Source: an optimization exercise on an open RTL-to-GDS flow (aim: a short achievable clock period and few clock cycles per item). Production flows keep margins and buffers that such runs may drop. The RTL was checked by simulation tests, not by an equivalence proof against the original design. No activity file was given, so power comes from the tool's default toggle rates.

File: flow/run.sh
#!/bin/bash
# synth_recipe.tcl (not shown) runs the flow's synth.tcl, then flattens the netlist and writes it again
# the make line also repeats each setting of config.mk as NAME=value (left out here)
make -C /OpenROAD-flow-scripts/flow DESIGN_CONFIG=/design/flow/config.mk WORK_HOME=/design/flow/orfs CLKGATE_MAP_FILE= SYNTH_SCRIPT=/design/flow/synth_recipe.tcl finish
File: flow/config.mk
export PLATFORM = sky130hd
export DESIGN_NAME = CacheController
export DESIGN_NICKNAME = CacheController
export VERILOG_FILES = /design/flow/design.v
export SDC_FILE = /design/flow/constraint.sdc
export NUM_CORES = 4
export LEC_CHECK = 0
export CAP_MARGIN = 20
export CORE_MARGIN = 2
export CORE_UTILIZATION = 40
export SLEW_MARGIN = 20
File: flow/constraint.sdc
create_clock -name core_clock -period 8.0 [get_ports {clk}]
set_input_delay 1.6000 -clock core_clock [delete_from_list [all_inputs] [get_ports {clk}]]
set_output_delay 1.6000 -clock core_clock [all_outputs]
set_load 0.01 [all_outputs]
File: flow/design.v
`timescale 1ns / 1ps
module CacheController(
    rst,
    clk,
    wr,
    rd,
    data_rd,
    data_wr,
    addr_req,
    addr_resp,
    rdy,
    busy,
    wr_mem,
    rd_mem,
    busy_mem,
    data_rd_mem,
    data_wr_mem,
    addr_mem,
    cache_miss_count,
    cache_hit_count
    );
    input  rst; 
    input  clk; 
    input  wr;
    input  rd;
    output [31:0] data_rd;
    reg    [31:0] data_rd;
    input  [31:0] data_wr;
    input  [31:0] addr_req;
    output [31:0] addr_resp;
    reg    [31:0] addr_resp;
    output rdy;
    reg    rdy;
    output busy;
    reg    busy;
    output  wr_mem;
    reg     wr_mem;
    output  rd_mem;
    reg     rd_mem;
    input   busy_mem;
    input  [31:0] data_rd_mem;
    output [31:0] data_wr_mem;
    reg    [31:0] data_wr_mem;
    output [31:0] addr_mem;
    reg    [31:0] addr_mem;
    output [31:0] cache_miss_count;
    reg    [31:0] cache_miss_count;
    output [31:0] cache_hit_count;
    reg    [31:0] cache_hit_count;
    reg [15:0]  cache_valid;
    reg [15:0]  cache_dirty;
    reg [2:0]   cache_state;
    reg [1:0]   cache_count;
    wire [23:0] addr_tag = addr_req[31:8];
    wire [3:0]  addr_index = addr_req[7:4];
    wire [3:0]  addr_offset = addr_req[3:0];
    reg  rd_temp;
    always @(posedge clk or posedge rst) begin
        if (rst) begin
            rdy  <= 1'b0;
            busy <= 1'b0;
            data_rd <= 32'h00000000;
            cache_valid <= 16'h0000;
            cache_dirty <= 16'h0000;
            cache_state <= 3'h0;
            cache_count <= 2'h0;
            rd_mem <= 1'b0;
            wr_mem <= 1'b0;
            addr_mem <= 0;
            cache_miss_count   <= 0;
            cache_hit_count <= 0;
            rd_temp <= 1'b1;
            addr_resp <= 32'h00000000;
            data_rd <= 32'h00000000;
        end
        else begin
            case (cache_state)
            3'h0:
            begin
                if ((wr) || (rd))
                begin
                    cache_miss_count <= cache_miss_count + 1'b1;
                    addr_mem <= addr_req;
                    rd_temp <= rd;
                    if (wr)
                    begin
                        data_wr_mem <= data_wr;
                        wr_mem <= 1'b1;
                        rd_mem <= 1'b0;
                    end else begin
                        wr_mem <= 1'b0;
                        rd_mem <= 1'b1;
                    end
                    rdy <= 1'b0;
                    busy <= 1'b1;
                    cache_state <= 3'h1;
                end else begin
                    wr_mem <= 1'b0;
                    rd_mem <= 1'b0;
                    rdy <= 1'b0;
                    busy <= 1'b0;
                end
            end
            3'h1:
            begin
                if (!busy_mem) begin
                    wr_mem <= 1'b0;
                    rd_mem <= 1'b0;
                    if (rd_temp) begin
                       addr_resp <= addr_mem;
                       data_rd <= data_rd_mem;
                    end
                    rdy <= 1'b1;
                    busy <= 1'b0;
                    cache_state <= 3'h0;
                end
            end
            default:
                cache_state <= 3'h0;
            endcase
        end
    end
endmodule
==> run notes <==
Outcome
The run finished with no timing, DRC or antenna violations.

Clock tree
The number of cells upsized or downsized after cts is 0. TritonCTS created 17 clock buffers. Clock tree synthesis selected as its root buffer the cell sky130_fd_sc_hd__clkbuf_16. The H-tree generated during clock tree synthesis spans 4 levels. Clock tree synthesis found a total of roughly 170 sinks.

The longest clock path from root to sink contains 2 buffers. TritonCTS built the clock tree. The post-cts hold buffer count is 0. For the worst-skew pair, the clock arrives at the later sink with an insertion delay of between 0.4 and 0.5 ns.

The buffers inserted during post-CTS setup optimization is 0. After clock tree synthesis, the clock-pin slew on the worst setup and hold paths is 0.06 ns.

STA
The worst hold slack is 0.454 ns. The maximum frequency from static timing analysis is approximately 320 MHz. The total negative slack for setup checks is 0 ns. The routed design could run at a clock period as short as around 3.2 ns. The number of pins with negative max-slew slack in the final report was 0. For the pin with the worst max-slew slack, the measured transition is 0.878 ns. The number of endpoints failing setup at the final stage is 0. Measured against its own limit, the worst slew margin works out to roughly two fifths.

The period utilization is slightly below 40%. The number of failing hold endpoints at the final stage is 0. Setup repair after global routing left no endpoint under its margin. The largest clock skew in the final design is between 0.008 and 0.009 ns.

Power
Summed over all cells, the static leakage comes to around 4 nW. The power after layout is 3.26 mW. The worst vdd rail ir drop is 195 µV. Dividing total power by cell area gives a power density of around 330 nW/µm².

Floorplan
The core area is 15900 µm². The initial utilization of the core area, before any placement, comes to ~41%. The number of cell rows is between 40 and 50. The chip height is between 100 and 150 µm.

The overall die width is around 130 µm. For this design the top-level I/O count stands at between 200 and 300. The area of the die is around 17000 µm².

Global route
The most used routing layer in global routing is met2. The first global-routing pass estimated around 26000 µm of wire. For this run, global-route usage on met1 was measured as between 20 and 25%. Entering global routing, the biggest net connects between 80 and 90 pins. Across every metal layer, demand over resource in global routing totals between 10% and 20%. Global routing used between 30 and 40% of the available met2 tracks.

The remaining global-route overflow is 0. The initial antenna violation count is 0. The number of global-route vias before repair is approximately 4600. The met3 layer usage reported by global route is 9.88%.

Cells and area
The final standard cell utilization of the core is just over 60%. The fraction of final layout cells with drive strength greater than 1 is 20.2%. The repair_antennas step left the layout with diodes totalling 0. The number of standard cells in the final layout excluding fillers is between 900 and 1000. For this run, the post-layout net count is just under 800.

Relative to the synthesized area, the layout overhead comes to 51.9%.

Critical path
The endpoint required time on the critical path is between 8 and 9 ns. The worst setup path is captured at a flip-flop. The worst setup path category is input port to flip-flop. For the worst setup path, the data arrival time is 3.47 ns. The worst setup path is launched from an input port. The highest fanout seen on the critical path is 64.

Drt
Before antenna repair, the detailed router went through 5 iterations. Across all layers, the routed design uses 4295 vias. Dividing the detail-routed via count by the number of cells gives about 4.7. For this block, the routed nets add up to approximately 16000 µm of wire. The number of design-rule violations left by the first detailed-router iteration is approximately 170. After detailed routing, the number of remaining DRC violations is 0.

In this run the remaining antenna-violating nets after routing total 0. In the final routed layout, each cell accounts on average for 17.4 µm.

Synth
Of all flip-flops after synthesis, the portion carrying an async set or reset was 80.7%. The area fraction in compound gates after synthesis is 0.481%. A synthesized cell averages 15.4 µm². The post-synthesis xor/xnor area fraction is under 10%. After synthesis, the largest family of logic cells by area is multiplexers. The mux cell area share after synthesis is between 10% and 20%. The share of the Yosys chip area taken by registers is between 60 and 70%.

The cell area that synthesis handed to floorplanning was roughly 6500 µm². The number of cells produced by synthesis is about 420. In the synthesized netlist the dominant register cell turns out to be sky130_fd_sc_hd__dfrtp_1.

The adder and majority gate portion of the synthesized area is less than 1%. The synthesized-area fraction occupied by and/or/nand/nor cells is a little under 7%. The number of synthesized register bits is between 150 and 200. The number of library cell types mapped by synthesis is 31. For this run, the number of Yosys warnings is 1. The number of enable-type register cells in the synthesized netlist is 32.

Place
The number of cells in the design after placement is between 800 and 900. Once detailed placement completed, the half-perimeter wirelength came to about 12000 µm. The final weighted congestion of routability-driven global placement is around 0.8. The count of input and output buffers is roughly 260.

Min path
The type of the worst min-delay path is flip-flop to flip-flop.

Job
The number of maximum-capacitance violations is 0.
## synthesized netlist by cell type, drive strengths merged, types with 2 or more instances
master | number | area share (%)
dfrtp | 133 | 51
mux2 | 97 | 17
buf | 44 | 4.7
edfxtp | 32 | 15
xnor2 | 26 | 3.5
nand2 | 17 | 0.98
nand3 | 16 | 1.4
nand4 | 13 | 1.4
nor2 | 6 | 0.35
nor3 | 6 | 0.69
inv | 5 | 0.29
xor2 | 5 | 0.67
nor4 | 4 | 0.62
and3 | 3 | 0.29
and4 | 2 | 0.27
nand2b | 2 | 0.19
## critical path: stages
cell and delay, ns:
sky130_fd_sc_hd__clkdlybuf4s50_1 0.58, sky130_fd_sc_hd__nand3b_1 0.14, sky130_fd_sc_hd__buf_4 0.64, sky130_fd_sc_hd__mux2_2 0.42
## layout by cell type (no fill, tap or decap), types with 2 or more instances in the layout
| master | count |
|---|---|
| sky130_fd_sc_hd__bufinv_16 | 4 |
| sky130_fd_sc_hd__xor2_1 | 5 |
| sky130_fd_sc_hd__inv_1 | 4 |
| sky130_fd_sc_hd__clkbuf_16 | 17 |
| sky130_fd_sc_hd__nand2_1 | 17 |
| sky130_fd_sc_hd__nand2b_1 | 2 |
| sky130_fd_sc_hd__nor3_1 | 3 |
| sky130_fd_sc_hd__conb_1 | 32 |
| sky130_fd_sc_hd__clkdlybuf4s50_1 | 264 |
| sky130_fd_sc_hd__nand4_2 | 2 |
| sky130_fd_sc_hd__and3_1 | 3 |
| sky130_fd_sc_hd__nor2_1 | 5 |
| sky130_fd_sc_hd__nand4_1 | 11 |
| sky130_fd_sc_hd__buf_4 | 4 |
| sky130_fd_sc_hd__clkbuf_1 | 2 |
| sky130_fd_sc_hd__edfxtp_1 | 32 |
| sky130_fd_sc_hd__dfrtp_1 | 133 |
| sky130_fd_sc_hd__inv_6 | 2 |
| sky130_fd_sc_hd__clkinvlp_4 | 3 |
| sky130_fd_sc_hd__nor3_2 | 3 |
| sky130_fd_sc_hd__nand3_1 | 15 |
| sky130_fd_sc_hd__xnor2_1 | 26 |
| sky130_fd_sc_hd__nor4_1 | 3 |
| sky130_fd_sc_hd__clkinv_2 | 4 |
| sky130_fd_sc_hd__and4_1 | 2 |
| sky130_fd_sc_hd__mux2_2 | 97 |
## layer usage
layer  wire, µm  vias up
met3       1880       19
met4        199        0
met1       6150     2111
met5          0        -
li1           -     1953
met2       7860      212
## per-stage QoR
stage | worst slack, ns | cell area (µm²)
floorplan | 2.82 | 6610
global placement | 4.40 | 9250
detailed placement | 4.35 | 9250
CTS | 4.80 | 9870
global route | 4.73 | 9870
finish | 4.83 | 9870
## final timing paths
kind / from / end / slack (ns) / depth (start not counted)
max in group asynchronous: rst / addr_resp[19] / 5.08 / 3
hold / removal: rd_temp / rd_temp / 0.45 / 2
setup / recovery: busy_mem / addr_resp[19] / 4.83 / 4
hold reg to reg: rd_temp / rd_temp / 0.45 / 2
setup reg to reg: cache_state[0] / cache_miss_count[18] / 6.01 / 5
min in group asynchronous: rst / data_rd[30] / 1.73 / 2
## cell type report
cell class              instances  area [µm²]
clock buffers                  19         433
multi-input cells             236        1970
flip-flops and latches        166        4320
repair buffers                268        2670
clock inverters                13         180
inverters                       5        23.8
fillers                      1246        6020
well taps                     216         270
## report_power, final
part           switching [mW]  internal, mW
logic                   0.430         0.688
registers               0.168          1.13
clock network           0.325         0.521
## flip-flops by register name, indices dropped and copies added, names as in the netlist
name,flops
addr_mem,32
addr_resp,32
cache_miss_count,32
data_rd,32
data_wr_mem,32
busy,1
cache_state,1
rd_mem,1
rd_temp,1
rdy,1
wr_mem,1
## cell families after synthesis
| family | count (synthesis) |
|---|---|
| other | 1 |
| AOI/OAI and AO/OA | 3 |
| DFF | 166 |
| muxes | 97 |
| xor gates and xnor gates | 31 |
| and+or+nand+nor | 72 |
| adders and majority gates | 1 |
| buffers and inverters | 50 |
Testbench counts, summed over its fixed seeds: cycles 290,830, requests 24,239.

-- static timing again, ports no longer ideal --
Ports are ideal in the flow. The routed layout listed here was re-timed in OpenROAD.
Step 1 assumes that a clkbuf_16 drives the clock port and a buf_2 every other input.
Step 2 moves the port delays by t, midway between the first and last clock arrival at a register: inputs arrive t later, outputs are due t later. That takes back most of the time a late clock gives input paths.
Slacks: ideal / step 1 / step 2; pairs: ideal / step 1.
t, ns: 0.459
slack for setup (ns): 4.832 / 4.833 / 4.374
cell pins on the clock port's net: 1
After both steps setup and hold are still met in this run. For this run, drivers alone change the setup slack by +0.001 ns; drivers and shift together by -0.458 ns.
